Source: an optimization exercise on an open RTL-to-GDS flow (aim: small area and a short achievable clock period). Production flows keep margins and buffers that such runs may drop.
Function was checked by simulation only, so behaviour that the tests miss may differ from the original.
No activity file was given, so power comes from the tool's default toggle rates.

<file path="flow/run.sh">
#!/bin/bash
# The standard ORFS layout with these changes:
#  - port buffers are buf_1 instead of the delay cell buffer_ports picks;
#  - after floorplan, logic cells that synthesis upsized are set back to their
#    smallest size (flow/downsize.tcl), so that repair upsizes only what
#    timing needs;
#  - clock tree from clkbuf_8 without dummy loads.
# ORFS writes each step's log under orfs/logs/; make's own output goes to
# standard.log.
set -euo pipefail
HERE=$(pwd)
bash standard.sh \
  "BUFFER_PORTS_ARGS=-buffer_cell sky130_fd_sc_hd__buf_1" \
  "POST_FLOORPLAN_TCL=$HERE/flow/downsize.tcl" \
  "CTS_ARGS=-sink_clustering_enable -repair_clock_nets -buf_list sky130_fd_sc_hd__clkbuf_8 -dont_use_dummy_load" \
  finish > standard.log 2>&1
</file>
<file path="flow/downsize.tcl">
# Resize every logic cell that synthesis upsized back to its smallest drive
# strength; later repair steps upsize only what timing needs.
set n_down 0
foreach inst [[ord::get_db_block] getInsts] {
  set m [[$inst getMaster] getName]
  if {[string match "*df*" $m] || [string match "*conb*" $m] || [string match "*tap*" $m]} { continue }
  if {![regexp {^(sky130_fd_sc_hd__[a-z0-9]+)_([0-9]+)$} $m -> base drive]} { continue }
  foreach d {0 1 2} {
    if {$d >= $drive} { break }
    set cand ${base}_$d
    set lc [get_lib_cells -quiet */$cand]
    if {$lc == ""} { continue }
    if {[get_property $lc dont_use]} { continue }
    replace_cell [$inst getName] $cand
    incr n_down
    break
  }
}
puts "downsize: $n_down cells downsized"
</file>
<file path="standard.sh">
#!/bin/bash
# synth_recipe.tcl (not shown) runs the flow's synth.tcl, then flattens the netlist and writes it again
# the make line also repeats each setting of config.mk as NAME=value (left out here)
make -C /OpenROAD-flow-scripts/flow DESIGN_CONFIG=/design/flow/config.mk WORK_HOME=/design/flow/orfs CLKGATE_MAP_FILE= SYNTH_SCRIPT=/design/flow/synth_recipe.tcl "${@:-finish}"
</file>
<file path="config.mk">
export PLATFORM = sky130hd
export DESIGN_NAME = LEGLiteSingle
export DESIGN_NICKNAME = LEGLiteSingle
export VERILOG_FILES = /design/flow/design.v
export SDC_FILE = /design/flow/constraint.sdc
export NUM_CORES = 4
export LEC_CHECK = 0
export CAP_MARGIN = 20
export CORE_MARGIN = 2
export CORE_UTILIZATION = 40
export SETUP_SLACK_MARGIN = 3
export SLEW_MARGIN = 20
export SYNTH_HIERARCHICAL = 1
</file>
<file path="constraint.sdc">
create_clock -name core_clock -period 10.0 [get_ports {clock}]
set_input_delay 2.0000 -clock core_clock [delete_from_list [all_inputs] [get_ports {clock}]]
set_output_delay 2.0000 -clock core_clock [all_outputs]
set_load 0.01 [all_outputs]
</file>
<file path="design.v">
module leg_decode(
	input  [15:0] idata,
	output [6:0]  sel1,      
	output [6:0]  sel2,      
	output [6:0]  we,        
	output        use_imm,
	output        reg_b,     
	output        is_andi,
	output        is_ld,
	output        is_st,
	output        is_cbz
	);
wire [3:0] op = idata[15:12];
wire [2:0] rd = idata[2:0];
wire [2:0] rn = idata[5:3];
wire [2:0] rm = idata[11:9];
wire is_add  = (op == 4'd0);
wire is_addi = (op == 4'd8);
assign is_ld   = (op == 4'd5);
assign is_st   = (op == 4'd6);
assign is_cbz  = (op == 4'd7);
assign is_andi = (op == 4'd9);
assign use_imm = is_ld | is_st | is_addi | is_andi;
wire regwrite  = is_add | is_ld | is_addi | is_andi;
assign reg_b   = ~use_imm & ~is_cbz;
wire rt_port   = (op[3:1] == 3'b011);
genvar k;
generate
	for (k = 0; k < 7; k = k + 1) begin : g_sel
		assign sel1[k] = (rn == k);
		assign sel2[k] = rt_port ? (rd == k) : (rm == k);
		assign we[k]   = regwrite & (rd == k);
	end
endgenerate
endmodule
module leg_rd1(input [6:0] s, input [6:0] d, output y);
assign y = |(s & d);
endmodule
module leg_rd2(input [6:0] s, input [6:0] d, input imm, input use_imm, input reg_b, output y, output b);
assign y = |(s & d);
assign b = (use_imm & imm) | (reg_b & y);
endmodule
module leg_gn(input a, input b, input andi, output gn);
assign gn = ~(a & b & ~andi);
endmodule
module leg_tn(input a, input b, output tn);
assign tn = ~(a | b);
endmodule
module leg_x(input a, input b, input andi, output x);
assign x = andi ? (a & b) : (a ^ b);
endmodule
module leg_blk_p(input gh, input ph, input gl, input pl, output gn, output pn);
assign gn = ~(gh | (ph & gl));
assign pn = ~(ph & pl);
endmodule
module leg_blk_n(input ghn, input phn, input gln, input pln, output g, output p);
assign g = ~(ghn & (phn | gln));
assign p = ~(phn | pln);
endmodule
module leg_gry_p(input gh, input ph, input gl, output gn);
assign gn = ~(gh | (ph & gl));
endmodule
module leg_gry_n(input ghn, input phn, input gln, output g);
assign g = ~(ghn & (phn | gln));
endmodule
module leg_inv(input a, output y);
assign y = ~a;
endmodule
module leg_sum_p(input x, input c, output y);
assign y = x ^ c;
endmodule
module leg_sum_n(input x, input cn, output y);
assign y = ~(x ^ cn);
endmodule
module leg_wmux(input ld, input d, input r, output y);
assign y = ld ? d : r;
endmodule
module leg_zero(input [15:0] a, output z);
assign z = ~|a;
endmodule
module leg_pcnext(input [15:1] pc, input [5:0] imm, input taken, input reset, output [15:1] next);
wire [15:1] inc = taken ? {{9{imm[5]}}, imm} : 15'd1;
wire [15:1] sum = pc + inc;
assign next = reset ? 15'd0 : sum;
endmodule
module leg_alu(input [15:0] ra, input [15:0] rb, input andi, output [15:0] y);
wire G1, G2, P3, G4, P5, G6, P7, G8, P9, G10, P11, G12, P13, G14, P15, G16, P17, G18, P19, G20, P21, G22, P23, G24, P25, G26, P27, v28, G29, G30, G31, P32, G33, P34, G35, P36, G37, P38, G39, P40, G41, P42, G43, P44, G45, P46, G47, P48, G49, P50, G51, P52, G53, v54, G55, G56, G57, G58, P59, G60, P61, G62, P63, G64, P65, G66, P67, G68, P69, G70, P71, G72, G73, v74, G75, v76, G77, G78, G79, G80;
wire [15:0] gn, tn, x;
genvar i;
generate
	for (i = 0; i < 16; i = i + 1) begin : g_pg
		leg_gn u_gn(.a(ra[i]), .b(rb[i]), .andi(andi), .gn(gn[i]));
		leg_tn u_tn(.a(ra[i]), .b(rb[i]), .tn(tn[i]));
		leg_x u_x(.a(ra[i]), .b(rb[i]), .andi(andi), .x(x[i]));
	end
endgenerate
leg_gry_n u_G1(.ghn(gn[1]), .phn(tn[1]), .gln(gn[0]), .g(G1));
leg_blk_n u_G2(.ghn(gn[2]), .phn(tn[2]), .gln(gn[1]), .pln(tn[1]), .g(G2), .p(P3));
leg_blk_n u_G4(.ghn(gn[3]), .phn(tn[3]), .gln(gn[2]), .pln(tn[2]), .g(G4), .p(P5));
leg_blk_n u_G6(.ghn(gn[4]), .phn(tn[4]), .gln(gn[3]), .pln(tn[3]), .g(G6), .p(P7));
leg_blk_n u_G8(.ghn(gn[5]), .phn(tn[5]), .gln(gn[4]), .pln(tn[4]), .g(G8), .p(P9));
leg_blk_n u_G10(.ghn(gn[6]), .phn(tn[6]), .gln(gn[5]), .pln(tn[5]), .g(G10), .p(P11));
leg_blk_n u_G12(.ghn(gn[7]), .phn(tn[7]), .gln(gn[6]), .pln(tn[6]), .g(G12), .p(P13));
leg_blk_n u_G14(.ghn(gn[8]), .phn(tn[8]), .gln(gn[7]), .pln(tn[7]), .g(G14), .p(P15));
leg_blk_n u_G16(.ghn(gn[9]), .phn(tn[9]), .gln(gn[8]), .pln(tn[8]), .g(G16), .p(P17));
leg_blk_n u_G18(.ghn(gn[10]), .phn(tn[10]), .gln(gn[9]), .pln(tn[9]), .g(G18), .p(P19));
leg_blk_n u_G20(.ghn(gn[11]), .phn(tn[11]), .gln(gn[10]), .pln(tn[10]), .g(G20), .p(P21));
leg_blk_n u_G22(.ghn(gn[12]), .phn(tn[12]), .gln(gn[11]), .pln(tn[11]), .g(G22), .p(P23));
leg_blk_n u_G24(.ghn(gn[13]), .phn(tn[13]), .gln(gn[12]), .pln(tn[12]), .g(G24), .p(P25));
leg_blk_n u_G26(.ghn(gn[14]), .phn(tn[14]), .gln(gn[13]), .pln(tn[13]), .g(G26), .p(P27));
leg_inv u_v28(.a(gn[0]), .y(v28));
leg_gry_p u_G29(.gh(G2), .ph(P3), .gl(v28), .gn(G29));
leg_gry_p u_G30(.gh(G4), .ph(P5), .gl(G1), .gn(G30));
leg_blk_p u_G31(.gh(G6), .ph(P7), .gl(G2), .pl(P3), .gn(G31), .pn(P32));
leg_blk_p u_G33(.gh(G8), .ph(P9), .gl(G4), .pl(P5), .gn(G33), .pn(P34));
leg_blk_p u_G35(.gh(G10), .ph(P11), .gl(G6), .pl(P7), .gn(G35), .pn(P36));
leg_blk_p u_G37(.gh(G12), .ph(P13), .gl(G8), .pl(P9), .gn(G37), .pn(P38));
leg_blk_p u_G39(.gh(G14), .ph(P15), .gl(G10), .pl(P11), .gn(G39), .pn(P40));
leg_blk_p u_G41(.gh(G16), .ph(P17), .gl(G12), .pl(P13), .gn(G41), .pn(P42));
leg_blk_p u_G43(.gh(G18), .ph(P19), .gl(G14), .pl(P15), .gn(G43), .pn(P44));
leg_blk_p u_G45(.gh(G20), .ph(P21), .gl(G16), .pl(P17), .gn(G45), .pn(P46));
leg_blk_p u_G47(.gh(G22), .ph(P23), .gl(G18), .pl(P19), .gn(G47), .pn(P48));
leg_blk_p u_G49(.gh(G24), .ph(P25), .gl(G20), .pl(P21), .gn(G49), .pn(P50));
leg_blk_p u_G51(.gh(G26), .ph(P27), .gl(G22), .pl(P23), .gn(G51), .pn(P52));
leg_gry_n u_G53(.ghn(G31), .phn(P32), .gln(gn[0]), .g(G53));
leg_inv u_v54(.a(G1), .y(v54));
leg_gry_n u_G55(.ghn(G33), .phn(P34), .gln(v54), .g(G55));
leg_gry_n u_G56(.ghn(G35), .phn(P36), .gln(G29), .g(G56));
leg_gry_n u_G57(.ghn(G37), .phn(P38), .gln(G30), .g(G57));
leg_blk_n u_G58(.ghn(G39), .phn(P40), .gln(G31), .pln(P32), .g(G58), .p(P59));
leg_blk_n u_G60(.ghn(G41), .phn(P42), .gln(G33), .pln(P34), .g(G60), .p(P61));
leg_blk_n u_G62(.ghn(G43), .phn(P44), .gln(G35), .pln(P36), .g(G62), .p(P63));
leg_blk_n u_G64(.ghn(G45), .phn(P46), .gln(G37), .pln(P38), .g(G64), .p(P65));
leg_blk_n u_G66(.ghn(G47), .phn(P48), .gln(G39), .pln(P40), .g(G66), .p(P67));
leg_blk_n u_G68(.ghn(G49), .phn(P50), .gln(G41), .pln(P42), .g(G68), .p(P69));
leg_blk_n u_G70(.ghn(G51), .phn(P52), .gln(G43), .pln(P44), .g(G70), .p(P71));
leg_gry_p u_G72(.gh(G58), .ph(P59), .gl(v28), .gn(G72));
leg_gry_p u_G73(.gh(G60), .ph(P61), .gl(G1), .gn(G73));
leg_inv u_v74(.a(G29), .y(v74));
leg_gry_p u_G75(.gh(G62), .ph(P63), .gl(v74), .gn(G75));
leg_inv u_v76(.a(G30), .y(v76));
leg_gry_p u_G77(.gh(G64), .ph(P65), .gl(v76), .gn(G77));
leg_gry_p u_G78(.gh(G66), .ph(P67), .gl(G53), .gn(G78));
leg_gry_p u_G79(.gh(G68), .ph(P69), .gl(G55), .gn(G79));
leg_gry_p u_G80(.gh(G70), .ph(P71), .gl(G56), .gn(G80));
assign y[0] = x[0];
leg_sum_n u_s1(.x(x[1]), .cn(gn[0]), .y(y[1]));
leg_sum_p u_s2(.x(x[2]), .c(G1), .y(y[2]));
leg_sum_n u_s3(.x(x[3]), .cn(G29), .y(y[3]));
leg_sum_n u_s4(.x(x[4]), .cn(G30), .y(y[4]));
leg_sum_p u_s5(.x(x[5]), .c(G53), .y(y[5]));
leg_sum_p u_s6(.x(x[6]), .c(G55), .y(y[6]));
leg_sum_p u_s7(.x(x[7]), .c(G56), .y(y[7]));
leg_sum_p u_s8(.x(x[8]), .c(G57), .y(y[8]));
leg_sum_n u_s9(.x(x[9]), .cn(G72), .y(y[9]));
leg_sum_n u_s10(.x(x[10]), .cn(G73), .y(y[10]));
leg_sum_n u_s11(.x(x[11]), .cn(G75), .y(y[11]));
leg_sum_n u_s12(.x(x[12]), .cn(G77), .y(y[12]));
leg_sum_n u_s13(.x(x[13]), .cn(G78), .y(y[13]));
leg_sum_n u_s14(.x(x[14]), .cn(G79), .y(y[14]));
leg_sum_n u_s15(.x(x[15]), .cn(G80), .y(y[15]));
endmodule
module LEGLiteSingle(
	output [15:0] iaddr,    
	output [15:0] daddr,    
	output        dwrite,   
	output        dread,    
	output [15:0] dwdata,   
	output [15:0] alu_out,  
	input         clock,
	input  [15:0] idata,    
	input  [15:0] ddata,    
	input         reset
	);
wire [6:0] sel1, sel2, we;
wire use_imm, reg_b, is_andi, is_ld, is_st, is_cbz;
leg_decode u_dec(.idata(idata), .sel1(sel1), .sel2(sel2), .we(we), .use_imm(use_imm), .reg_b(reg_b),
	.is_andi(is_andi), .is_ld(is_ld), .is_st(is_st), .is_cbz(is_cbz));
reg [15:0] r0, r1, r2, r3, r4, r5, r6;
wire [15:0] imm = {{10{idata[11]}}, idata[11:6]};
wire [15:0] rdata1, rdata2, opb, result, wdata;
genvar i;
generate
	for (i = 0; i < 16; i = i + 1) begin : g_bit
		wire [6:0] d = {r6[i], r5[i], r4[i], r3[i], r2[i], r1[i], r0[i]};
		leg_rd1 u_rd1(.s(sel1), .d(d), .y(rdata1[i]));
		leg_rd2 u_rd2(.s(sel2), .d(d), .imm(imm[i]), .use_imm(use_imm), .reg_b(reg_b), .y(rdata2[i]), .b(opb[i]));
		leg_wmux u_wm(.ld(is_ld), .d(ddata[i]), .r(result[i]), .y(wdata[i]));
	end
endgenerate
leg_alu u_alu(.ra(rdata1), .rb(opb), .andi(is_andi), .y(result));
assign alu_out = result;
assign daddr   = result;
assign dwdata  = rdata2;
assign dread   = is_ld;
assign dwrite  = is_st;
always @(posedge clock) begin
	if (we[0]) r0 <= wdata;
	if (we[1]) r1 <= wdata;
	if (we[2]) r2 <= wdata;
	if (we[3]) r3 <= wdata;
	if (we[4]) r4 <= wdata;
	if (we[5]) r5 <= wdata;
	if (we[6]) r6 <= wdata;
end
reg [15:1] pc;
wire zero;
wire [15:1] pc_next;
leg_zero u_zero(.a(rdata1), .z(zero));
leg_pcnext u_pc(.pc(pc), .imm(idata[11:6]), .taken(is_cbz & zero), .reset(reset), .next(pc_next));
always @(posedge clock) pc <= pc_next;
assign iaddr = {pc, 1'b0};
endmodule
</file>
==> summary.txt, run 1 <==
Status
  – Status: complete, no violations

STA
  – Max-slew headroom: 28.26%
  – F_max: 145.7 MHz
  – Tightest Pin Transition: 1.072 ns
  – Final Hold Vio Count: 0
  – Tcrit/Tclk final: 68.64%
  – Final setup violation count: 0
  – Slew Limit Fails: 0
  – Post-route setup slack: 3.136 ns
  – Clock Skew: 0.02340 ns
  – RSZ-0062 raised after global routing: yes
  – Setup TNS: 0 ns
  – Hold Slack: 0.5922 ns
  – Tmin final: 6.864 ns

Power
  – Leakage power: 3.037 nW
  – Peak VDD IR: 113.5 uV
  – P per Cell Area: 163.6 mW/mm^2

Setup path
  – Most frequent CP cell: a21oi_2
  – Peak fanout along the critical path: 7
  – Required time worst endpoint: 8.00 ns
  – Critical path arrival: 4.86 ns
  – WS Path Type: in2out
  – Slowest stage cell, crit path: a222oi_1
  – Worst stage delay on the critical path: 0.36 ns
  – R2R setup slack: 5.56 ns
  – Crit end category: output pin
  – CP delay by family, top: compound AO/OA/AOI/OAI gates
  – Crit path cell chain: buf_8 > nand3b_1 > buf_6 > nand4b_1 > o21ai_4 > buf_4 > a222oi_1 > nand3_1 > a22o_1 > nor2_2 > nor2_1 > a21oi_2 > o21ai_1 > a21oi_2 > xnor2_2 > buf_2
  – Buf/Inv on CP: 4
  – Worst setup SP type: input port
  – Worst r2r dst: pc[12]
  – Reg2reg start: r0[1]
  – R2R cell count: 12

Global routing
  – GRT Residual Overflow: 0
  – Pin count of the biggest net entering global routing: 32
  – Initial antenna violation count: 0
  – Number of global-route vias before repair: 6186
  – First-pass GRT wire length: 34390 um
  – GR Util All Layers: 22.79%

Synthesis
  – Post-synthesis adder-cell area fraction: 4.088%
  – Synth cell count leaders: 112 x edfxtp_1, 65 x a22oi_1, 59 x nor2_1, 36 x nand3_1
  – Synthesized flop and latch total: 127
  – Simple-Gate Fraction of Synth Area: 13.46%
  – Synth unique cells: 58
  – Synthesized Nets: 684
  – Post-synth EDFFs: 112
  – Synth Instances: 626
  – Synth Area in XOR/XNOR: 2.559%
  – Synth warn: 7
  – Async S/R FF share, synth: 0%
  – Seq/Total Area, Yosys: 48.65%
  – Largest family of logic cells by synthesized area: compound AO/OA/AOI/OAI gates
  – Synthesized area: 0.007530 mm^2
  – Main flop type after synthesis: edfxtp_1
  – Most frequent cell after synthesis: edfxtp_1
  – Mux cell area share after synthesis: 7.910%
  – Main area contributors after synthesis: edfxtp_1 45%, a22oi_1 6.5%, mux2_4 6.4%
  – Compound-gate portion of the synthesized area: 20.80%
  – Top-area cell type share of the netlist area: 44.67%
  – Mean Syn Cell Area: 12.03 um^2
  – Cell taking the most area after synthesis: edfxtp_1

Place
  – Port-buffer cells: 98
  – Placed wire-length estimate: 15170 um
  – Setup WS pre-CTS: 2.091 ns
  – Routability cong.: 0.9412

CTS
  – Clk latency of the worst-skew pair: 0.46 ns
  – Clock slew seen by the registers of the worst setup and hold paths: 0.06 ns
  – Clk root buf: clkbuf_8
  – Clock Sinks: 127
  – CTS tree: built
  – # hold bufs at CTS: 0
  – Inserted Clock Buffers: 17
  – Number of H-tree levels: 4
  – CTS Buffer Depth: 2

Routing
  – Routed WL: 22790 um
  – DRC viols: 0
  – Post-route ant nets: 0
  – Drt pass-1 iters: 6
  – DR vias: 6231
  – Vias per inst: 6.300
  – Wire length per cell: 23.04 um
  – Starting DRT DRC Count: 625

Cells and area
  – Layout cells sized above 1: 18.28%
  – Layout area overhead: 14.19%
  – Final #Nets: 815
  – Util after Layout: 46.28%
  – Diode count: 0

Worst hold path
  – Worst hold stages: 2
  – Hold Path Origin: pc[10]
  – Worst hold path endpoint: pc[10]
  – HP Class: reg2reg

Run
  – Max-cap violations: 0

Floorplanning
  – Die Y-Extent: 141.2 um
  – Core area: 0.01858 mm^2
  – DIE AREA: 0.01994 mm^2
  – Num rows: 50
  – Die width: 141.2 um
  – Starting Density: 40.53%
  – Ports: 100
==> state kept, by name, indices dropped and copies added (netlist names) <==
signal and flops:
pc 15, r1 16, r6 16, r4 16, r0 16, r5 16, r3 16, r2 16
==> layout make-up <==
cell class / instances / area (um^2)
clock buffer: 17 / 234.0
sequential: 127 / 3664
fill: 1717 / 9982
timing repair buffer: 136 / 706.9
multi-input combinational: 468 / 3675
inverter: 7 / 26.28
tap: 234 / 292.8
==> how the worst max path moves through the flow <==
stage | endpoint | cells after the start | start
finish | daddr[15] | 16 | idata[15]
global route | alu_out[15] | 16 | idata[15]
CTS | alu_out[12] | 16 | idata[15]
detailed placement | alu_out[14] | 13 | idata[14]
global placement | alu_out[14] | 13 | idata[14]
floorplan | daddr[14] | 13 | idata[0]
==> modules after synthesis (local to each module, per instance), a selection <==
module         flops+latches  copies in the design  cells inside
LEGLiteSingle            127                     1           146
leg_alu                    0                     1             1
leg_blk_n                  0                    20             2
leg_blk_p                  0                    11             2
leg_decode                 0                     1            53
leg_gry_n                  0                     5             1
leg_gry_p                  0                     9             1
leg_pcnext                 0                     1           105
leg_rd2                    0                    16             5
leg_sum_n                  0                    10             1
leg_sum_p                  0                     5             1
leg_tn                     0                    14             1
leg_wmux                   0                    16             1
leg_zero                   0                     1             5
==> per-layer routing <==
| metal | wire length (um) | up-vias | global-route usage [%] |
|---|---|---|---|
| li1 | - | 2797 | - |
| met1 | 9153 | 3071 | 28.45 |
| met2 | 11250 | 308 | 39.17 |
| met3 | 1818 | 55 | 4.552 |
| met4 | 569 | 0 | 8.474 |
| met5 | 0 | - | 0 |
==> stage by stage <==
step                      cells  total power, W  instance area (um^2)
after floorplan             626       0.0009987                  7570
after global placement      956        0.001031                  7961
after detailed placement    956        0.001039                  7961
after CTS                   982        0.001379                  8377
after global routing        989        0.001477                  8598
final                       989        0.001407                  8598
==> cells in the final DEF, fill, tap and decap left out, drive strengths merged, types with 3 or more instances in the layout <==
cell type / Yosys / routed
and2: 6 / 6
xor2: 8 / 8
dfxtp: 15 / 15
buf: 21 / 131
nand2: 17 / 17
a21o: 3 / 3
and3b: 4 / 4
inv: 7 / 7
edfxtp: 112 / 112
a22oi: 65 / 65
a22o: 16 / 16
ha: 23 / 23
nand2b: 5 / 5
nand4b: 3 / 3
mux2: 36 / 36
nor3: 6 / 6
a21oi: 24 / 24
xnor2: 14 / 14
nand3b: 21 / 21
o221ai: 3 / 3
nor2b: 6 / 6
mux2i: 7 / 7
o21ai: 32 / 32
a211oi: 4 / 4
nor2: 59 / 59
or3: 4 / 4
nor4: 6 / 6
a222oi: 32 / 32
nand4: 3 / 3
clkbuf: 3 / 22
nand3: 36 / 36
nor3b: 3 / 3
==> what timing repair did <==
item | 4_1_cts | 5_1_grt
gates cloned | 0 | 0
gates resized for setup | 42 | 69
buffers inserted | 9 | 7
endpoints found under the setup margin | 30 | 26
pin swaps | 19 | 33
==> kinds of logic after synthesis <==
| family | Yosys count |
|---|---|
| compound gates | 190 |
| buf+inv | 31 |
| simple gates | 188 |
| mux | 43 |
| flops | 127 |
| fa+ha+maj | 24 |
| other cells | 1 |
| xor+xnor | 22 |
==> worst reg2reg max path, delay by kind of cell, from the launching register on <==
kind                     cells  cell delay (ns)
multiplexers                 2             0.62
AO/OA/AOI/OAI                4             1.29
flip-flops                   1             0.41
adder cells (fa/ha/maj)      1             0.27
AND/OR/NAND/NOR              5             1.76
==> report_power, final <==
group          internal (W)  total, W  switching [W]  leakage [nW]
combinational      0.000155  0.000436       0.000281          1.78
sequential         0.000647  0.000653     0.00000665          1.14
clock              0.000149  0.000318       0.000169         0.122
==> run 2: changes to the inputs <==
--- a/design.v
+++ b/design.v
@@ -3,9 +3,10 @@
 	output [6:0]  sel1,      
 	output [6:0]  sel2,      
 	output [6:0]  we,        
-	output        use_imm,
+	output        imm_b,     
 	output        reg_b,     
 	output        is_andi,
+	output        not_andi,
 	output        is_ld,
 	output        is_st,
 	output        is_cbz
@@ -20,7 +21,9 @@
 assign is_st   = (op == 4'd6);
 assign is_cbz  = (op == 4'd7);
 assign is_andi = (op == 4'd9);
-assign use_imm = is_ld | is_st | is_addi | is_andi;
+wire use_imm   = is_ld | is_st | is_addi | is_andi;
+assign imm_b   = is_ld | is_st | is_addi;
+assign not_andi = ~is_andi;
 wire regwrite  = is_add | is_ld | is_addi | is_andi;
 assign reg_b   = ~use_imm & ~is_cbz;
 wire rt_port   = (op[3:1] == 3'b011);
@@ -36,18 +39,18 @@
 module leg_rd1(input [6:0] s, input [6:0] d, output y);
 assign y = |(s & d);
 endmodule
-module leg_rd2(input [6:0] s, input [6:0] d, input imm, input use_imm, input reg_b, output y, output b);
+module leg_rd2(input [6:0] s, input [6:0] d, input imm, input imm_b, input reg_b, input a, input m, output y, output b);
 assign y = |(s & d);
-assign b = (use_imm & imm) | (reg_b & y);
-endmodule
-module leg_gn(input a, input b, input andi, output gn);
-assign gn = ~(a & b & ~andi);
+assign b = (imm_b & imm) | (reg_b & y) | (a & m);
+endmodule
+module leg_gn(input a, input b, input nandi, output gn);
+assign gn = ~(a & b & nandi);
 endmodule
 module leg_tn(input a, input b, output tn);
 assign tn = ~(a | b);
 endmodule
-module leg_x(input a, input b, input andi, output x);
-assign x = andi ? (a & b) : (a ^ b);
+module leg_x(input a, input b, output x);
+assign x = a ^ b;
 endmodule
 module leg_blk_p(input gh, input ph, input gl, input pl, output gn, output pn);
 assign gn = ~(gh | (ph & gl));
@@ -79,19 +82,34 @@
 assign z = ~|a;
 endmodule
 module leg_pcnext(input [15:1] pc, input [5:0] imm, input taken, input reset, output [15:1] next);
-wire [15:1] inc = taken ? {{9{imm[5]}}, imm} : 15'd1;
-wire [15:1] sum = pc + inc;
-assign next = reset ? 15'd0 : sum;
-endmodule
-module leg_alu(input [15:0] ra, input [15:0] rb, input andi, output [15:0] y);
+wire [5:0] step = taken ? imm : 6'd1;
+wire [6:0] lo = {1'b0, pc[6:1]} + {1'b0, step};
+wire neg = taken & imm[5];
+wire up = lo[6] & ~neg;
+wire dn = ~lo[6] & neg;
+wire [8:0] hi = pc[15:7];
+wire [8:0] all1, all0, hin;
+assign all1[0] = 1'b1;
+assign all0[0] = 1'b1;
+genvar k;
+generate
+	for (k = 1; k < 9; k = k + 1) begin : g_chain
+		assign all1[k] = all1[k-1] & hi[k-1];
+		assign all0[k] = all0[k-1] & ~hi[k-1];
+	end
+endgenerate
+assign hin = hi ^ (({9{up}} & all1) | ({9{dn}} & all0));
+assign next = reset ? 15'd0 : {hin, lo[5:0]};
+endmodule
+module leg_alu(input [15:0] ra, input [15:0] rb, input nandi, output [15:0] y);
 wire G1, G2, P3, G4, P5, G6, P7, G8, P9, G10, P11, G12, P13, G14, P15, G16, P17, G18, P19, G20, P21, G22, P23, G24, P25, G26, P27, v28, G29, G30, G31, P32, G33, P34, G35, P36, G37, P38, G39, P40, G41, P42, G43, P44, G45, P46, G47, P48, G49, P50, G51, P52, G53, v54, G55, G56, G57, G58, P59, G60, P61, G62, P63, G64, P65, G66, P67, G68, P69, G70, P71, G72, G73, v74, G75, v76, G77, G78, G79, G80;
 wire [15:0] gn, tn, x;
 genvar i;
 generate
 	for (i = 0; i < 16; i = i + 1) begin : g_pg
-		leg_gn u_gn(.a(ra[i]), .b(rb[i]), .andi(andi), .gn(gn[i]));
+		leg_gn u_gn(.a(ra[i]), .b(rb[i]), .nandi(nandi), .gn(gn[i]));
 		leg_tn u_tn(.a(ra[i]), .b(rb[i]), .tn(tn[i]));
-		leg_x u_x(.a(ra[i]), .b(rb[i]), .andi(andi), .x(x[i]));
+		leg_x u_x(.a(ra[i]), .b(rb[i]), .x(x[i]));
 	end
 endgenerate
 leg_gry_n u_G1(.ghn(gn[1]), .phn(tn[1]), .gln(gn[0]), .g(G1));
@@ -173,22 +191,25 @@
 	input         reset
 	);
 wire [6:0] sel1, sel2, we;
-wire use_imm, reg_b, is_andi, is_ld, is_st, is_cbz;
-leg_decode u_dec(.idata(idata), .sel1(sel1), .sel2(sel2), .we(we), .use_imm(use_imm), .reg_b(reg_b),
-	.is_andi(is_andi), .is_ld(is_ld), .is_st(is_st), .is_cbz(is_cbz));
+wire imm_b, reg_b, is_andi, not_andi, is_ld, is_st, is_cbz;
+leg_decode u_dec(.idata(idata), .sel1(sel1), .sel2(sel2), .we(we), .imm_b(imm_b), .reg_b(reg_b),
+	.is_andi(is_andi), .not_andi(not_andi), .is_ld(is_ld), .is_st(is_st), .is_cbz(is_cbz));
 reg [15:0] r0, r1, r2, r3, r4, r5, r6;
 wire [15:0] imm = {{10{idata[11]}}, idata[11:6]};
+wire [5:0] m6 = {6{is_andi}} & ~idata[11:6];
+wire [15:0] m = {{10{m6[5]}}, m6};
 wire [15:0] rdata1, rdata2, opb, result, wdata;
 genvar i;
 generate
 	for (i = 0; i < 16; i = i + 1) begin : g_bit
 		wire [6:0] d = {r6[i], r5[i], r4[i], r3[i], r2[i], r1[i], r0[i]};
 		leg_rd1 u_rd1(.s(sel1), .d(d), .y(rdata1[i]));
-		leg_rd2 u_rd2(.s(sel2), .d(d), .imm(imm[i]), .use_imm(use_imm), .reg_b(reg_b), .y(rdata2[i]), .b(opb[i]));
+		leg_rd2 u_rd2(.s(sel2), .d(d), .imm(imm[i]), .imm_b(imm_b), .reg_b(reg_b),
+			.a(rdata1[i]), .m(m[i]), .y(rdata2[i]), .b(opb[i]));
 		leg_wmux u_wm(.ld(is_ld), .d(ddata[i]), .r(result[i]), .y(wdata[i]));
 	end
 endgenerate
-leg_alu u_alu(.ra(rdata1), .rb(opb), .andi(is_andi), .y(result));
+leg_alu u_alu(.ra(rdata1), .rb(opb), .nandi(not_andi), .y(result));
 assign alu_out = result;
 assign daddr   = result;
 assign dwdata  = rdata2;
==> summary.txt, run 2 <==
Synthesis
  – Synth unique cells: 59 (+1.7%)
  – Synthesized flop and latch total: 127 (unchanged)
  – Synth warn: 7 (unchanged)
  – Async S/R FF share, synth: 0% (unchanged)
  – Synth cell count leaders: 112 x edfxtp_1, 64 x a22oi_1, 58 x nor2_1, 50 x nand3_1, 32 x a222oi_1
  – Main flop type after synthesis: edfxtp_1
  – Most frequent cell after synthesis: edfxtp_1
  – Cell taking the most area after synthesis: edfxtp_1
  – Main area contributors after synthesis: edfxtp_1 46%, a22oi_1 6.6%, a222oi_1 4.4%
  – Synth Instances: 622 (-0.64%)
  – Synthesized area: 0.007281 mm^2 (-3.3%)
  – Post-synth EDFFs: 112 (unchanged)
  – Synthesized Nets: 666 (-2.6%)
  – Mean Syn Cell Area: 11.71 um^2 (-2.7%)
  – Top-area cell type share of the netlist area: 46.19% (+1.5 points)
  – Seq/Total Area, Yosys: 50.32% (+1.7 points)

STA
  – RSZ-0062 raised after global routing: no
  – Final Hold Vio Count: 0 (unchanged)
  – Slew Limit Fails: 0 (unchanged)
  – Final setup violation count: 0 (unchanged)
  – Tmin final: 6.855 ns (-0.008550 ns)
  – Clock Skew: 0.02837 ns (+0.004978 ns)
  – F_max: 145.9 MHz (+0.12%)
  – Tcrit/Tclk final: 68.55% (-0.086 points)
  – Tightest Pin Transition: 0.8010 ns (-0.2712 ns)
  – Setup TNS: 0 ns (unchanged)
  – Max-slew headroom: 46.60% (+18 points)

Global routing
  – GR Util All Layers: 23.70% (+0.91 points)
  – Initial antenna violation count: 0 (unchanged)
  – GRT Residual Overflow: 0 (unchanged)
  – Number of global-route vias before repair: 6134 (-0.84%)
  – First-pass GRT wire length: 34740 um (+1.0%)
  – Pin count of the biggest net entering global routing: 21 (-34%)

Setup path
  – R2R cell count: 19 (+7)
  – R2R setup slack: 5.05 ns (-0.51 ns)
  – Crit end category: output pin
  – Worst stage delay on the critical path: 0.32 ns (-0.04 ns)
  – WS Path Type: in2out
  – Critical path arrival: 4.86 ns (about the same)
  – Worst r2r dst: pc[15]
  – Peak fanout along the critical path: 16 (+9)
  – Reg2reg start: r0[4]
  – Crit path cell chain: buf_2 > nand3b_1 > buf_4 > nand4b_1 > o21ai_1 > buf_4 > a222oi_1 > nand3_1 > a21o_1 > nor2_2 > o21ai_1 > a21oi_2 > o21ai_0 > a21oi_2 > xnor2_2 > buf_1
  – Required time worst endpoint: 8.00 ns (about the same)
  – Worst setup SP type: input port
  – Slowest stage cell, crit path: a222oi_1

CTS
  – Clk root buf: clkbuf_8
  – Inserted Clock Buffers: 17 (unchanged)
  – Clock Sinks: 127 (unchanged)
  – CTS tree: built
  – CTS Buffer Depth: 2 (unchanged)
  – Number of H-tree levels: 4 (unchanged)
  – Clock slew seen by the registers of the worst setup and hold paths: 0.07 ns (about the same)
  – Clk latency of the worst-skew pair: 0.44 ns (-0.02 ns)

Routing
  – Routed WL: 23180 um (+1.7%)
  – Starting DRT DRC Count: 701 (+12%)
  – Wire length per cell: 23.75 um (+3.1%)
  – Drt pass-1 iters: 7 (+1)
  – DRC viols: 0 (unchanged)
  – DR vias: 6134 (-1.6%)
  – Post-route ant nets: 0 (unchanged)
  – Vias per inst: 6.285 (-0.25%)

Worst hold path
  – Worst hold path endpoint: pc[15]
  – Hold Path Origin: pc[15]
  – Worst hold stages: 2 (unchanged)
  – HP Class: reg2reg

Cells and area
  – Most common cell after layout, fill and taps aside: edfxtp_1
  – Diode count: 0 (unchanged)
  – Layout cells sized above 1: 17.00% (-1.3 points)
  – Final #Nets: 793 (-2.7%)
  – Layout area overhead: 13.92%
  – Post-route cell area: 0.008294 mm^2 (-3.5%)
  – Most frequent cells in the layout: 112 x edfxtp_1, 79 x buf_1, 64 x a22oi_1

Place
  – Placed instance area: 0.007731 mm^2 (-2.9%)
  – Port-buffer cells: 98 (unchanged)
  – Routability cong.: 0.9594 (+1.9%)
  – Placed wire-length estimate: 15460 um (+1.9%)

Floorplanning
  – Num rows: 49 (-2.0%)
  – DIE AREA: 0.01930 mm^2 (-3.2%)
  – Ports: 100 (unchanged)
  – Die width: 138.9 um (-1.6%)
  – Starting Density: 40.67% (+0.14 points)
  – Die Y-Extent: 138.9 um (-1.6%)
  – Core area: 0.01790 mm^2 (-3.6%)

Power
  – Peak VDD IR: 110.4 uV (-2.7%)
  – P per Cell Area: 166.0 mW/mm^2 (+1.4%)
  – Leakage power: 2.962 nW (-2.5%)
  – Overall Power: 0.001377 W (-2.2%)

Status
  – Status: complete, no violations

Run
  – Max-cap violations: 0 (unchanged)
[run 2: final cells by class]
class / instances / area (um^2)
Clock buffer: 17 / 234.0
Fill cell: 1706 / 9608
Inverter: 11 / 41.29
Multi-Input combinational cell: 459 / 3407
Sequential cell: 127 / 3664
Tap cell: 229 / 286.5
Timing Repair Buffer: 133 / 661.9
[run 2: per-layer routing]
layer | GRT usage (%) | vias up | wire, um
met5 | 0 | - | 0
met4 | 13.24 | 0 | 1199
met3 | 5.594 | 94 | 1997
met2 | 38.32 | 356 | 10940
met1 | 29.33 | 2941 | 9044
li1 | - | 2743 | -
[run 2: cells by family (layout without fill, tap and decap cells)]
family          after synthesis  in the layout  share of synthesized area, %
fa+ha+maj                    10             10                         1.822
buf+inv                      36            161                         2.939
mux                          18             18                         3.575
flops                       127            127                         50.32
simple gates                195            195                         14.44
other cells                   1              1                       0.05151
compound gates              197            197                         22.29
xor+xnor                     38             38                         4.571
[run 2: where the power goes]
| group | switching [W] | internal (W) | total, W |
|---|---|---|---|
| combinational | 0.000276 | 0.000138 | 0.000414 |
| clock | 0.000161 | 0.000149 | 0.000309 |
| sequential | 0.00000686 | 0.000646 | 0.000653 |
| total | 0.000444 | 0.000932 | 0.00138 |
[run 2: critical path: cells and delay by family]
| family | cells | cell delay [ns] |
|---|---|---|
| simple gates | 4 | 0.63 |
| buf+inv | 4 | 0.71 |
| compound gates | 7 | 1.33 |
| xor+xnor | 1 | 0.17 |
[run 2: worst max path at each step]
| stage | start | end | slack [ns] | cells after the start |
|---|---|---|---|---|
| after detailed placement | idata[14] | daddr[14] | 2.13 | 14 |
| after CTS | idata[13] | daddr[14] | 3.00 | 15 |
| after global placement | idata[15] | daddr[14] | 2.29 | 14 |
| final | idata[15] | daddr[9] | 3.14 | 16 |
| after global routing | idata[15] | alu_out[9] | 2.97 | 16 |
| after floorplan | idata[13] | daddr[14] | 3.01 | 13 |
[run 2: Yosys stat by module, one instance, submodules excluded, a selection]
module         flops+latches  area (um^2)
leg_gn                     0        5.005
leg_pcnext                 0        631.9
leg_tn                     0        3.754
LEGLiteSingle            127         3854
leg_sum_p                  0        8.758
leg_inv                    0        3.754
leg_rd2                    0        46.29
leg_x                      0        8.758
leg_decode                 0        386.6
[run 2: metrics by stage]
step / util [%] / setup WS [ns] / hold WS, ns / cells
after floorplan: - / 3.012 / 0.5643 / 622
after global placement: 43.19 / 2.290 / 0.5312 / 947
after detailed placement: 43.19 / 2.128 / 0.5452 / 947
after CTS: 45.01 / 2.999 / 0.5536 / 965
after global routing: 46.33 / 2.973 / 0.5866 / 976
final: 46.33 / 3.145 / 0.5486 / 976
[run 2: repair_timing]
| action | in CTS | in global routing |
|---|---|---|
| pin swaps | 3 | 21 |
| setup buffers | 1 | 11 |
| setup endpoints to repair | 28 | 22 |
| hold buffers | 0 | 0 |
| resized for setup | 28 | 57 |
==> run 3: changes to the inputs <==
--- a/design.v
+++ b/design.v
@@ -75,8 +75,8 @@
 module leg_sum_n(input x, input cn, output y);
 assign y = ~(x ^ cn);
 endmodule
-module leg_wmux(input ld, input d, input r, output y);
-assign y = ld ? d : r;
+module leg_wmux(input ld, input nld, input d, input r, output y);
+assign y = (ld & d) | (nld & r);
 endmodule
 module leg_zero(input [15:0] a, output z);
 assign z = ~|a;
@@ -199,6 +199,7 @@
 wire [5:0] m6 = {6{is_andi}} & ~idata[11:6];
 wire [15:0] m = {{10{m6[5]}}, m6};
 wire [15:0] rdata1, rdata2, opb, result, wdata;
+wire not_ld = ~is_ld;
 genvar i;
 generate
 	for (i = 0; i < 16; i = i + 1) begin : g_bit
@@ -206,7 +207,7 @@
 		leg_rd1 u_rd1(.s(sel1), .d(d), .y(rdata1[i]));
 		leg_rd2 u_rd2(.s(sel2), .d(d), .imm(imm[i]), .imm_b(imm_b), .reg_b(reg_b),
 			.a(rdata1[i]), .m(m[i]), .y(rdata2[i]), .b(opb[i]));
-		leg_wmux u_wm(.ld(is_ld), .d(ddata[i]), .r(result[i]), .y(wdata[i]));
+		leg_wmux u_wm(.ld(is_ld), .nld(not_ld), .d(ddata[i]), .r(result[i]), .y(wdata[i]));
 	end
 endgenerate
 leg_alu u_alu(.ra(rdata1), .rb(opb), .nandi(not_andi), .y(result));
--- a/config.mk
+++ b/config.mk
@@ -8,6 +8,6 @@
 export CAP_MARGIN = 20
 export CORE_MARGIN = 2
 export CORE_UTILIZATION = 40
-export SETUP_SLACK_MARGIN = 3
+export SETUP_SLACK_MARGIN = 3.2
 export SLEW_MARGIN = 20
 export SYNTH_HIERARCHICAL = 1
==> summary.txt, run 3 <==
Status
  – Status: complete, no violations

Floorplanning
  – Die Y-Extent: 138.0 um (-0.64%)
  – Die width: 138.0 um (-0.64%)
  – Ports: 100 (unchanged)
  – Starting Density: 40.41% (-0.26 points)
  – Core area: 0.01778 mm^2 (-0.68%)
  – Num rows: 49 (unchanged)
  – DIE AREA: 0.01905 mm^2 (-1.3%)

Run
  – Max-cap violations: 0 (unchanged)

Synthesis
  – Top-area cell type share of the netlist area: 46.81% (+0.62 points)
  – Mean Syn Cell Area: 11.53 um^2 (-1.5%)
  – Synth unique cells: 58 (-1.7%)
  – Synthesized Nets: 667 (+0.15%)
  – Seq/Total Area, Yosys: 50.99% (+0.67 points)
  – Cell taking the most area after synthesis: edfxtp_1
  – Most frequent cell after synthesis: edfxtp_1
  – Synth Instances: 623 (+0.16%)
  – Synthesized flop and latch total: 127 (unchanged)
  – Post-synth EDFFs: 112 (unchanged)
  – Async S/R FF share, synth: 0% (unchanged)
  – Synth cell count leaders: 112 x edfxtp_1, 64 x a22oi_1, 58 x nor2_1, 50 x nand3_1
  – Synthesized area: 0.007184 mm^2 (-1.3%)
  – Main area contributors after synthesis: edfxtp_1 47%, a22oi_1 6.7%, a222oi_1 4.5%
  – Main flop type after synthesis: edfxtp_1
  – Synth warn: 7 (unchanged)

Routing
  – Post-route ant nets: 0 (unchanged)
  – DRC viols: 0 (unchanged)
  – Drt pass-1 iters: 8 (+1)
  – Wire length per cell: 23.26 um (-2.0%)
  – Routed WL: 23990 um (+3.5%)
  – DR vias: 6433 (+4.9%)
  – Vias per inst: 6.240 (-0.72%)
  – Starting DRT DRC Count: 824 (+18%)

Setup path
  – Worst stage delay on the critical path: 0.34 ns (+0.02 ns)
  – Slowest stage cell, crit path: a222oi_1
  – Peak fanout along the critical path: 6 (-10)
  – Crit path cell chain: buf_8 > nand3b_1 > buf_6 > nand4b_1 > o21ai_4 > clkbuf_16 > a222oi_1 > nand3_1 > a21o_1 > nor2_4 > o21ai_0 > a21oi_1 > o21ai_0 > a21oi_2 > xnor2_2 > clkbuf_2
  – Crit end category: output pin
  – Worst setup SP type: input port
  – WS Path Type: in2out
  – Critical path arrival: 4.82 ns (-0.04 ns)
  – Required time worst endpoint: 8.00 ns (about the same)
  – Most frequent CP cell: o21ai_0

STA
  – Final Hold Vio Count: 0 (unchanged)
  – Clock Skew: 0.02414 ns (-0.004230 ns)
  – Final setup violation count: 0 (unchanged)
  – Tcrit/Tclk final: 68.16% (-0.39 points)
  – RSZ-0062 raised after global routing: yes
  – Max-slew headroom: 46.26% (-0.35 points)
  – Setup TNS: 0 ns (unchanged)
  – Post-route setup slack: 3.184 ns (+0.03894 ns)
  – Hold Slack: 0.5432 ns (-0.005394 ns)
  – Tightest Pin Transition: 0.8062 ns (+0.005189 ns)
  – F_max: 146.7 MHz (+0.57%)
  – Tmin final: 6.816 ns (-0.03894 ns)
  – Slew Limit Fails: 0 (unchanged)

Global routing
  – First-pass GRT wire length: 35250 um (+1.5%)
  – Number of global-route vias before repair: 6330 (+3.2%)
  – GRT Residual Overflow: 0 (unchanged)
  – GR Util All Layers: 23.90% (+0.20 points)
  – Pin count of the biggest net entering global routing: 21 (unchanged)
  – Initial antenna violation count: 0 (unchanged)

Place
  – Routability cong.: 0.9228 (-3.8%)
  – Dpl cells: 949 (+0.21%)
  – Placed wire-length estimate: 15070 um (-2.5%)
  – Port-buffer cells: 98 (unchanged)
  – Setup WS pre-CTS: 2.244 ns (+0.1165 ns)

Power
  – Reg power frac: 44.7% (-2.8 points)
  – Switch share: 32.30% (+0.039 points)
  – Psw: 0.0004715 W (+6.2%)
  – Peak VDD IR: 95.79 uV (-13%)
  – P per Cell Area: 162.9 mW/mm^2 (-1.9%)
  – Clock power frac: 21.2% (-1.3 points)
  – Cell-internal power: 0.0009881 W (+6.0%)
  – Leakage power: 3.355 nW (+13%)
  – Comb power frac: 34.1% (+4.0 points)

Cells and area
  – Area of the multi-input gates: 0.003537 mm^2 (+3.8%)
  – Diode count: 0 (unchanged)
  – Layout cells sized above 1: 26.31% (+9.3 points)
  – Most common cell after layout, fill and taps aside: edfxtp_1
  – Final #Nets: 848 (+6.9%)
  – Layout area overhead: 24.75%
  – Util after Layout: 50.41% (+4.1 points)
  – Fin cells: 1031 (+5.6%)
  – Most frequent cells in the layout: 112 x edfxtp_1, 72 x buf_1, 64 x buf_4
  – Layout fillers: 1619 (-5.1%)
  – FF/Latch Area: 0.003664 mm^2 (unchanged)

CTS
  – CTS tree: built
  – Inserted Clock Buffers: 17 (unchanged)
  – Clock Sinks: 127 (unchanged)
  – Clk latency of the worst-skew pair: 0.44 ns (about the same)
  – Clk root buf: clkbuf_8
  – Number of H-tree levels: 4 (unchanged)
  – CTS Buffer Depth: 2 (unchanged)
  – Clock slew seen by the registers of the worst setup and hold paths: 0.07 ns (about the same)

Worst hold path
  – HP Class: reg2reg
==> run 3: changes by cell type after synthesis, sizes merged <==
cell / delta
a22o: +16
mux2: -16
inv: +1
==> run 3: metal layers <==
metal | up-vias | wire [um] | global-route usage, % | part of all wire, %
li1 | 2863 | - | - | -
met2 | 403 | 11190 | 38.38 | 47
met1 | 3090 | 9520 | 31.50 | 40
met3 | 77 | 2461 | 5.542 | 10
met4 | 0 | 815 | 9.506 | 3.4
met5 | - | 0 | 0 | 0
==> run 3: cell families (layout without fill, tap and decap cells) <==
kind of cell	count (synthesis)	in the layout	synth area share [%]
mux	2	2	0.2787
buf+inv	37	216	3.030
flops	127	127	50.99
simple gates	195	195	14.63
other cells	1	1	0.05220
compound gates	213	213	24.54
fa+ha+maj	10	10	1.846
xor+xnor	38	38	4.633
==> run 3: power groups by stage <==
stage | combinational [W] | sequential [W] | clock (W)
after floorplan | 0.000302 | 0.000661 | 0
after global placement | 0.000373 | 0.000662 | 0
after detailed placement | 0.000376 | 0.000663 | 0
after CTS | 0.000445 | 0.000651 | 0.000316
after global routing | 0.000534 | 0.000653 | 0.000339
final | 0.000498 | 0.000652 | 0.000309
==> run 3: area by class of cell <==
cell class	count	share of cell area (%)
Clock buffer	17	2.611
Inverter	12	0.5026
Multi-Input combinational cell	459	39.47
Sequential cell	127	40.88
Tap cell	229	3.197
Timing Repair Buffer	187	13.35
==> run 3: path summary, 6_finish.rpt <==
path / start / to / slack, ns / depth (start not counted)
max: idata[15] / alu_out[12] / 3.18 / 16
min: pc[15] / pc[15] / 0.54 / 2
max reg2reg: r0[6] / pc[15] / 5.13 / 19
min reg2reg: pc[15] / pc[15] / 0.54 / 2
==> run 3: through the flow <==
step | power [W] | area, um^2
CTS | 0.001413 | 8551
finish | 0.001460 | 8962
detailed placement | 0.001039 | 7706
global route | 0.001526 | 8962
floorplan | 0.0009625 | 7277
global placement | 0.001035 | 7706
==> run 3: Yosys stat by module, one instance, submodules excluded, a selection <==
module / cells inside / area, um^2
leg_decode: 57 / 386.6
LEGLiteSingle: 153 / 3857
leg_alu: 1 / 7.507
leg_sum_n: 1 / 8.758
leg_gry_p: 1 / 8.758
leg_rd2: 6 / 46.29
leg_inv: 1 / 3.754
==> run 3: worst max-delay path, delay by kind of cell <==
kind,cells,cell delay [ns]
buffers and inverters,4,0.64
AND/OR/NAND/NOR,4,0.68
AO/OA/AOI/OAI,7,1.32
XOR/XNOR,1,0.18
==> run 3: repair_timing <==
| item | 4_1_cts | 5_1_grt |
|---|---|---|
| hold buffers | 0 | 0 |
| setup endpoints to repair | 28 | 32 |
| resized for setup | 81 | 83 |
| pin swaps | 37 | 55 |
| gates cloned | 0 | 2 |
| setup buffers | 49 | 14 |
==> run 4: changes to the inputs <==
==> flow/run.sh (replaced) <==
#!/bin/bash
# The standard ORFS layout with these changes:
#  - port buffers are buf_1 instead of the delay cell buffer_ports picks;
#  - after floorplan, logic cells that synthesis upsized are set back to their
#    smallest size (flow/downsize.tcl), so that repair upsizes only what
#    timing needs;
#  - clock tree from clkbuf_4 in clusters at most 30 um across, without dummy loads.
# ORFS writes each step's log under orfs/logs/; make's own output goes to
# standard.log.
set -euo pipefail
HERE=$(pwd)
bash standard.sh \
  "BUFFER_PORTS_ARGS=-buffer_cell sky130_fd_sc_hd__buf_1" \
  "POST_FLOORPLAN_TCL=$HERE/flow/downsize.tcl" \
  "CTS_ARGS=-sink_clustering_enable -repair_clock_nets -buf_list sky130_fd_sc_hd__clkbuf_4 -dont_use_dummy_load -sink_clustering_max_diameter 30" \
  finish > standard.log 2>&1
--- a/config.mk
+++ b/config.mk
@@ -8,6 +8,6 @@
 export CAP_MARGIN = 20
 export CORE_MARGIN = 2
 export CORE_UTILIZATION = 40
-export SETUP_SLACK_MARGIN = 3.2
+export SETUP_SLACK_MARGIN = 3
 export SLEW_MARGIN = 20
 export SYNTH_HIERARCHICAL = 1
==> summary.txt, run 4 <==
Power
  – Clock power frac: 17.5% (-3.7 points)
  – Leakage power: 2.990 nW (-11%)
  – Cell-internal power: 0.0008695 W (-12%)
  – Reg power frac: 49.7% (+5.0 points)
  – P per Cell Area: 159.2 mW/mm^2 (-2.2%)
  – Psw: 0.0004404 W (-6.6%)
  – Comb power frac: 32.9% (-1.2 points)
  – Peak VDD IR: 94.37 uV (-1.5%)
  – Switch share: 33.62% (+1.3 points)

Synthesis
  – Synth warn: 7 (unchanged)
  – Cell taking the most area after synthesis: edfxtp_1
  – Mean Syn Cell Area: 11.53 um^2 (unchanged)
  – Synth cell count leaders: 112 x edfxtp_1, 64 x a22oi_1, 58 x nor2_1, 50 x nand3_1
  – Synth unique cells: 58 (unchanged)
  – Synthesized flop and latch total: 127 (unchanged)
  – Main area contributors after synthesis: edfxtp_1 47%, a22oi_1 6.7%, a222oi_1 4.5%
  – Most frequent cell after synthesis: edfxtp_1
  – Post-synth EDFFs: 112 (unchanged)
  – Synthesized area: 0.007184 mm^2 (unchanged)
  – Async S/R FF share, synth: 0% (unchanged)
  – Top-area cell type share of the netlist area: 46.81% (unchanged)
  – Main flop type after synthesis: edfxtp_1
  – Synth Instances: 623 (unchanged)
  – Synthesized Nets: 667 (unchanged)
  – Seq/Total Area, Yosys: 50.99% (unchanged)

CTS
  – Clock slew seen by the registers of the worst setup and hold paths: 0.10 ns (+0.03 ns)
  – # hold bufs at CTS: 0 (unchanged)
  – Clk latency of the worst-skew pair: 0.53 ns (+0.09 ns)
  – CTS tree: built
  – Inserted Clock Buffers: 17 (unchanged)
  – CTS Buffer Depth: 2 (unchanged)
  – Clk root buf: clkbuf_4
  – Number of H-tree levels: 4 (unchanged)
  – Clock Sinks: 127 (unchanged)

Setup path
  – Critical path arrival: 4.91 ns (+0.09 ns)
  – Required time worst endpoint: 8.00 ns (about the same)
  – Peak fanout along the critical path: 16 (+10)
  – WS Path Type: in2out
  – Crit end category: output pin
  – Worst setup SP type: input port

Cells and area
  – Final #Nets: 801 (-5.5%)
  – Post-route cell area: 0.008228 mm^2 (-8.2%)
  – Most frequent cells in the layout: 112 x edfxtp_1, 78 x buf_1, 64 x a22oi_1
  – Layout cells sized above 1: 17.88% (-8.4 points)
  – Layout area overhead: 14.52%
  – Most common cell after layout, fill and taps aside: edfxtp_1
  – Diode count: 0 (unchanged)

STA
  – Tcrit/Tclk final: 69.07% (+0.90 points)
  – Clock Skew: 0.03025 ns (+0.006102 ns)
  – RSZ-0062 raised after global routing: yes
  – Hold Slack: 0.5482 ns (+0.005025 ns)
  – Tightest Pin Transition: 0.8094 ns (+0.003233 ns)
  – Post-route setup slack: 3.093 ns (-0.09010 ns)
  – Final Hold Vio Count: 0 (unchanged)
  – F_max: 144.8 MHz (-1.3%)
  – Tmin final: 6.907 ns (+0.09010 ns)
  – Setup TNS: 0 ns (unchanged)
  – Final setup violation count: 0 (unchanged)
  – Max-slew headroom: 45.98% (-0.27 points)
  – Slew Limit Fails: 0 (unchanged)

Place
  – Placed instance area: 0.007706 mm^2 (unchanged)
  – Setup WS pre-CTS: 2.244 ns (unchanged)
  – Port-buffer cells: 98 (unchanged)
  – Routability cong.: 0.9228 (unchanged)
  – Placed wire-length estimate: 15070 um (unchanged)

Global routing
  – Number of global-route vias before repair: 6019 (-4.9%)
  – Initial antenna violation count: 0 (unchanged)
  – GRT Residual Overflow: 0 (unchanged)
  – First-pass GRT wire length: 33820 um (-4.1%)
  – Pin count of the biggest net entering global routing: 21 (unchanged)
  – GR Util All Layers: 23.06% (-0.84 points)

Floorplanning
  – Ports: 100 (unchanged)
  – Core area: 0.01778 mm^2 (unchanged)
  – Die width: 138.0 um (unchanged)
  – Die Y-Extent: 138.0 um (unchanged)
  – Starting Density: 40.41% (unchanged)
  – DIE AREA: 0.01905 mm^2 (unchanged)
  – Num rows: 49 (unchanged)

Routing
  – Post-route ant nets: 0 (unchanged)
  – Vias per inst: 6.323 (+1.3%)
  – Drt pass-1 iters: 6 (-2)
  – Wire length per cell: 23.27 um (about the same)
  – DR vias: 6222 (-3.3%)
  – Routed WL: 22890 um (-4.6%)
  – Starting DRT DRC Count: 788 (-4.4%)
  – DRC viols: 0 (unchanged)

Worst hold path
  – HP Class: reg2reg

Status
  – Status: complete, no violations

Run
  – Max-cap violations: 0 (unchanged)
==> run 4: cell types whose count changed in the layout (fill, tap and decap cells not counted), sizes merged <==
cell    delta
clkbuf     +4
buf       -51
==> run 4: cells by family after synthesis <==
family | Yosys count | share of synthesized area (%)
muxes | 2 | 0.2787
and+or+nand+nor | 195 | 14.63
other | 1 | 0.05220
AOI/OAI and AO/OA | 213 | 24.54
buffers and inverters | 37 | 3.030
xor gates and xnor gates | 38 | 4.633
DFF | 127 | 50.99
adders and majority gates | 10 | 1.846
==> run 4: layout make-up <==
cell class,count,area [um^2]
Fill cell,1680,9552
Multi-Input combinational cell,459,3386
Sequential cell,127,3664
Timing Repair Buffer,140,719.4
Clock buffer,17,127.6
Inverter,12,45.04
Tap cell,229,286.5
==> run 4: path summary, 6_finish.rpt <==
check	start	depth (start not counted)	endpoint	slack, ns
max	idata[15]	15	alu_out[13]	3.09
min	pc[15]	2	pc[15]	0.55
min reg2reg	pc[15]	2	pc[15]	0.55
max reg2reg	r0[7]	18	pc[15]	5.14
==> run 4: through the flow <==
step	power, W	util [%]	cells
after global placement	0.001035	43.34	949
after floorplan	0.0009608	-	623
after CTS	0.001279	44.93	973
after detailed placement	0.001039	43.34	949
after global routing	0.001375	46.28	984
final	0.001310	46.28	984
==> run 4: timing repair <==
item	CTS	global route
pin swaps	8	24
gates resized for setup	31	58
buffers inserted	7	11
endpoints found under the setup margin	28	24
==> run 4: critical path, cell delays in order <==
cell and delay [ns]:
buf_2 0.16, and3b_2 0.28, nand3b_1 0.11, o41ai_2 0.07
buf_4 0.23, a222oi_1 0.36, nand3_1 0.22, a21o_1 0.26
nor2_1 0.19, o21ai_1 0.13, a21oi_1 0.17, o21ai_1 0.16
a21oi_2 0.21, xnor2_2 0.16, buf_1 0.18
==> run 4: per-layer routing <==
metal,routed length [um],GRT usage (%)
met1,9193,30.35
met2,10510,36.58
met3,2378,6.062
met4,813,9.076
met5,0,0
==> run 4: power by group through the flow <==
stage	clock network (W)	logic, W	registers [W]
4_1_cts	0.000235	0.000394	0.000650
5_1_grt	0.000257	0.000466	0.000652
3_3_place_gp	0	0.000373	0.000662
3_5_place_dp	0	0.000376	0.000663
2_1_floorplan	0	0.000300	0.000661
6_report	0.000229	0.000430	0.000651
==> run 4: Yosys stat by module (local to each module, per instance), a selection <==
module / flops+latches / cells
leg_sum_p: 0 / 1
leg_wmux: 0 / 1
leg_sum_n: 0 / 1
leg_blk_p: 0 / 2
leg_gry_p: 0 / 1
leg_alu: 0 / 1
leg_tn: 0 / 1
leg_pcnext: 0 / 91
LEGLiteSingle: 127 / 153
==> run 5: changes to the inputs <==
--- a/config.mk
+++ b/config.mk
@@ -8,6 +8,6 @@
 export CAP_MARGIN = 20
 export CORE_MARGIN = 2
 export CORE_UTILIZATION = 40
-export SETUP_SLACK_MARGIN = 3
+export SETUP_SLACK_MARGIN = 2.8
 export SLEW_MARGIN = 20
 export SYNTH_HIERARCHICAL = 1
==> summary.txt, run 5 <==
Synthesis
  – Synth unique cells: 58 (unchanged)
  – Synthesized Nets: 667 (unchanged)
  – Synth warn: 7 (unchanged)
  – Synthesized area: 0.007184 mm^2 (unchanged)
  – Synth cell count leaders: 112 x edfxtp_1, 64 x a22oi_1, 58 x nor2_1, 50 x nand3_1
  – Synthesized flop and latch total: 127 (unchanged)
  – Seq/Total Area, Yosys: 50.99% (unchanged)
  – Main flop type after synthesis: edfxtp_1
  – Compound-gate portion of the synthesized area: 24.54% (unchanged)
  – Post-synthesis adder-cell area fraction: 1.846% (unchanged)
  – Async S/R FF share, synth: 0% (unchanged)
  – Top-area cell type share of the netlist area: 46.81% (unchanged)
  – Mean Syn Cell Area: 11.53 um^2 (unchanged)
  – Synth Instances: 623 (unchanged)
  – Simple-Gate Fraction of Synth Area: 14.63% (unchanged)
  – Synth Area in XOR/XNOR: 4.633% (unchanged)
  – Most frequent cell after synthesis: edfxtp_1
  – Largest family of logic cells by synthesized area: compound AO/OA/AOI/OAI gates
  – Mux cell area share after synthesis: 0.2786% (unchanged)
  – Cell taking the most area after synthesis: edfxtp_1
  – Post-synth EDFFs: 112 (unchanged)
  – Main area contributors after synthesis: edfxtp_1 47%, a22oi_1 6.7%, a222oi_1 4.5%

Setup path
  – Required time worst endpoint: 8.00 ns (about the same)
  – R2R setup slack: 5.17 ns (+0.03 ns)
  – Peak fanout along the critical path: 10 (-6)
  – WS Path Type: in2out
  – R2R cell count: 18 (unchanged)
  – Crit path cell chain: buf_2 > nand3b_1 > buf_4 > nand4b_1 > o21ai_4 > buf_4 > a222oi_1 > nand3_1 > a21o_1 > nor2_1 > o21ai_0 > a21oi_1 > o21ai_0 > a21oi_2 > xnor2_2 > buf_1
  – Critical path arrival: 5.02 ns (+0.11 ns)
  – Buf/Inv on CP: 4 (+1)
  – CP Depth: 16 (+1)
  – CP delay by family, top: compound AO/OA/AOI/OAI gates
  – Worst stage delay on the critical path: 0.29 ns (-0.07 ns)
  – Worst setup SP type: input port
  – Crit end category: output pin
  – Slowest stage cell, crit path: a222oi_1

Routing
  – Starting DRT DRC Count: 804 (+2.0%)
  – Vias per inst: 6.370 (+0.75%)
  – Wire length per cell: 23.20 um (-0.26%)
  – DR vias: 6192 (-0.48%)
  – Post-route ant nets: 0 (unchanged)
  – DRC viols: 0 (unchanged)
  – Drt pass-1 iters: 9 (+3)
  – Routed WL: 22560 um (-1.5%)

Global routing
  – First-pass GRT wire length: 33660 um (-0.47%)
  – GRT Residual Overflow: 0 (unchanged)
  – Number of global-route vias before repair: 5979 (-0.66%)
  – Pin count of the biggest net entering global routing: 21 (unchanged)
  – Initial antenna violation count: 0 (unchanged)
  – GR Util All Layers: 22.97% (-0.089 points)

STA
  – Max-slew headroom: 46.79% (+0.81 points)
  – Tmin final: 7.017 ns (+0.1108 ns)
  – Tcrit/Tclk final: 70.17% (+1.1 points)
  – Clock Skew: 0.03022 ns (-0.00002280 ns)
  – Slew Limit Fails: 0 (unchanged)
  – Final setup violation count: 0 (unchanged)
  – Setup TNS: 0 ns (unchanged)
  – Tightest Pin Transition: 0.7981 ns (-0.01128 ns)
  – F_max: 142.5 MHz (-1.6%)
  – RSZ-0062 raised after global routing: yes
  – Final Hold Vio Count: 0 (unchanged)

Cells and area
  – Layout fillers: 1691 (+0.65%)
  – Diode count: 0 (unchanged)
  – Area of the multi-input gates: 0.003297 mm^2 (-2.6%)
  – Most frequent cells in the layout: 112 x edfxtp_1, 88 x buf_1, 64 x a22oi_1
  – Post-route cell area: 0.008025 mm^2 (-2.5%)
  – Most common cell after layout, fill and taps aside: edfxtp_1
  – Layout cells sized above 1: 12.79% (-5.1 points)
  – Final #Nets: 789 (-1.5%)
  – FF/Latch Area: 0.003664 mm^2 (unchanged)
  – Layout area overhead: 11.70%

Power
  – Psw: 0.0004280 W (-2.8%)
  – Reg power frac: 50.8% (+1.1 points)
  – Comb power frac: 31.3% (-1.6 points)
  – Overall Power: 0.001280 W (-2.2%)
  – Cell-internal power: 0.0008525 W (-1.9%)
  – Switch share: 33.42% (-0.20 points)
  – Clock power frac: 17.9% (+0.4 points)
  – Leakage power: 2.885 nW (-3.5%)
  – P per Cell Area: 159.6 mW/mm^2 (+0.23%)
  – Peak VDD IR: 92.65 uV (-1.8%)

CTS
  – Inserted Clock Buffers: 17 (unchanged)
  – Number of H-tree levels: 4 (unchanged)
  – Clk root buf: clkbuf_4
  – Clock Sinks: 127 (unchanged)
  – CTS tree: built
  – CTS Buffer Depth: 2 (unchanged)
  – Clock slew seen by the registers of the worst setup and hold paths: 0.10 ns (about the same)
  – Clk latency of the worst-skew pair: 0.53 ns (about the same)

Floorplanning
  – Die width: 138.0 um (unchanged)
  – Die Y-Extent: 138.0 um (unchanged)
  – Starting Density: 40.41% (unchanged)
  – Core area: 0.01778 mm^2 (unchanged)
  – Ports: 100 (unchanged)
  – DIE AREA: 0.01905 mm^2 (unchanged)
  – Num rows: 49 (unchanged)

Place
  – Placed wire-length estimate: 15070 um (unchanged)
  – Placed instance area: 0.007706 mm^2 (unchanged)
  – Port-buffer cells: 98 (unchanged)
  – Routability cong.: 0.9228 (unchanged)

Worst hold path
  – HP Class: reg2reg
  – Worst hold stages: 2 (unchanged)

Run
  – Max-cap violations: 0 (unchanged)

Status
  – Status: complete, no violations
==> run 5: kinds of logic (layout without fill, tap and decap cells) <==
logic type / Yosys count / after routing
XOR/XNOR: 38 / 38
buffers and inverters: 37 / 157
AO/OA/AOI/OAI: 213 / 213
AND/OR/NAND/NOR: 195 / 195
multiplexers: 2 / 2
other: 1 / 1
adder cells (fa/ha/maj): 10 / 10
flip-flops: 127 / 127
==> run 5: worst paths after layout <==
check / startpoint / to
worst max-delay path: idata[15] / daddr[15]
worst min-delay path: pc[15] / pc[15]
worst max register to register: r0[1] / pc[15]
worst min register to register: pc[15] / pc[15]
==> run 5: power groups by stage <==
stage          Combinational, W  Clock [W]  Sequential [W]
6_report               0.000401   0.000229        0.000651
5_1_grt                0.000438   0.000257        0.000652
4_1_cts                0.000381   0.000235        0.000650
3_5_place_dp           0.000376          0        0.000663
3_3_place_gp           0.000373          0        0.000662
2_1_floorplan          0.000300          0        0.000661
==> run 5: layout make-up <==
type / instances / share of cell area, %
multi-input combinational: 459 / 41.08
tap: 229 / 3.570
clock buffer: 17 / 1.590
timing repair buffer: 128 / 7.546
sequential: 127 / 45.65
inverter: 12 / 0.5613
==> run 5: routing by layer <==
metal	wire length, um	GRT usage, %	up-vias
met5	0	0	-
met4	689	9.076	0
met3	2339	6.062	64
met2	10360	36.40	393
met1	9170	30.24	2980
li1	-	-	2755
==> run 5: worst min-delay path: cells and delay by family (launching register included) <==
kind / cells / cell delay (ns)
simple gates: 1 / 0.04
compound gates: 1 / 0.12
flops: 1 / 0.36
==> run 5: per-stage QoR <==
stage / utilization (%) / instances / hold slack [ns] / setup slack (ns)
after floorplan: - / 623 / 0.5643 / 2.814
after global placement: 43.34 / 949 / 0.5251 / 2.410
after detailed placement: 43.34 / 949 / 0.5367 / 2.244
after CTS: 44.40 / 970 / 0.5544 / 2.832
after global routing: 45.14 / 972 / 0.5952 / 2.779
final: 45.14 / 972 / 0.5482 / 2.983
==> run 5: Yosys stat by module, one instance, submodules excluded, a selection <==
module,cells inside,flip-flops and latches
leg_pcnext,91,0
leg_decode,57,0
leg_rd2,6,0
leg_zero,5,0
leg_blk_n,2,0
leg_blk_p,2,0
leg_wmux,1,0
leg_x,1,0
leg_sum_p,1,0
leg_sum_n,1,0
leg_gry_p,1,0
leg_alu,1,0
leg_gn,1,0
leg_tn,1,0
leg_inv,1,0
==> run 5: what timing repair did <==
item / CTS / global route
setup endpoints to repair: 26 / 22
setup buffers: 4 / 2
pin swaps: 2 / 3
resized for setup: 7 / 37
hold buffers: 0 / 0

## port drivers added, routing unchanged
No port has a modelled driver above. Below, the same layouts with a new extraction and two added sets of constraints. Step 1 (the two cells are an assumption about what drives the block):
set clk [get_ports {clock}]
set_driving_cell -lib_cell sky130_fd_sc_hd__clkbuf_16 $clk
set_driving_cell -lib_cell sky130_fd_sc_hd__buf_2 [delete_from_list [all_inputs] $clk]
Step 2 adds t to the input delays and takes it off the output delays; t is the mean of the earliest and latest rising clock arrival at the registers after step 1. Input paths then give back, and output paths get back, about the clock's delay inside the block. Slacks: ideal / step 1 / step 2; pairs: ideal / step 1.
run | t, ns | setup slack, ns | worst slew at a driven data input, ns
run 1 | 0.482 | 3.136 / 3.095 / 3.095 | 0.05
run 2 | 0.467 | 3.145 / 3.124 / 2.943 | 0.05
run 3 | 0.463 | 3.184 / 3.140 / 3.043 | 0.06
run 4 | 0.557 | 3.093 / 3.070 / 3.047 | 0.04
run 5 | 0.554 | 2.983 / 2.959 / 2.959 | 0.04
After both steps every run listed still meets setup and hold. For run 2, which loses most, drivers alone change the setup slack by -0.021 ns; drivers and shift together by -0.202 ns.
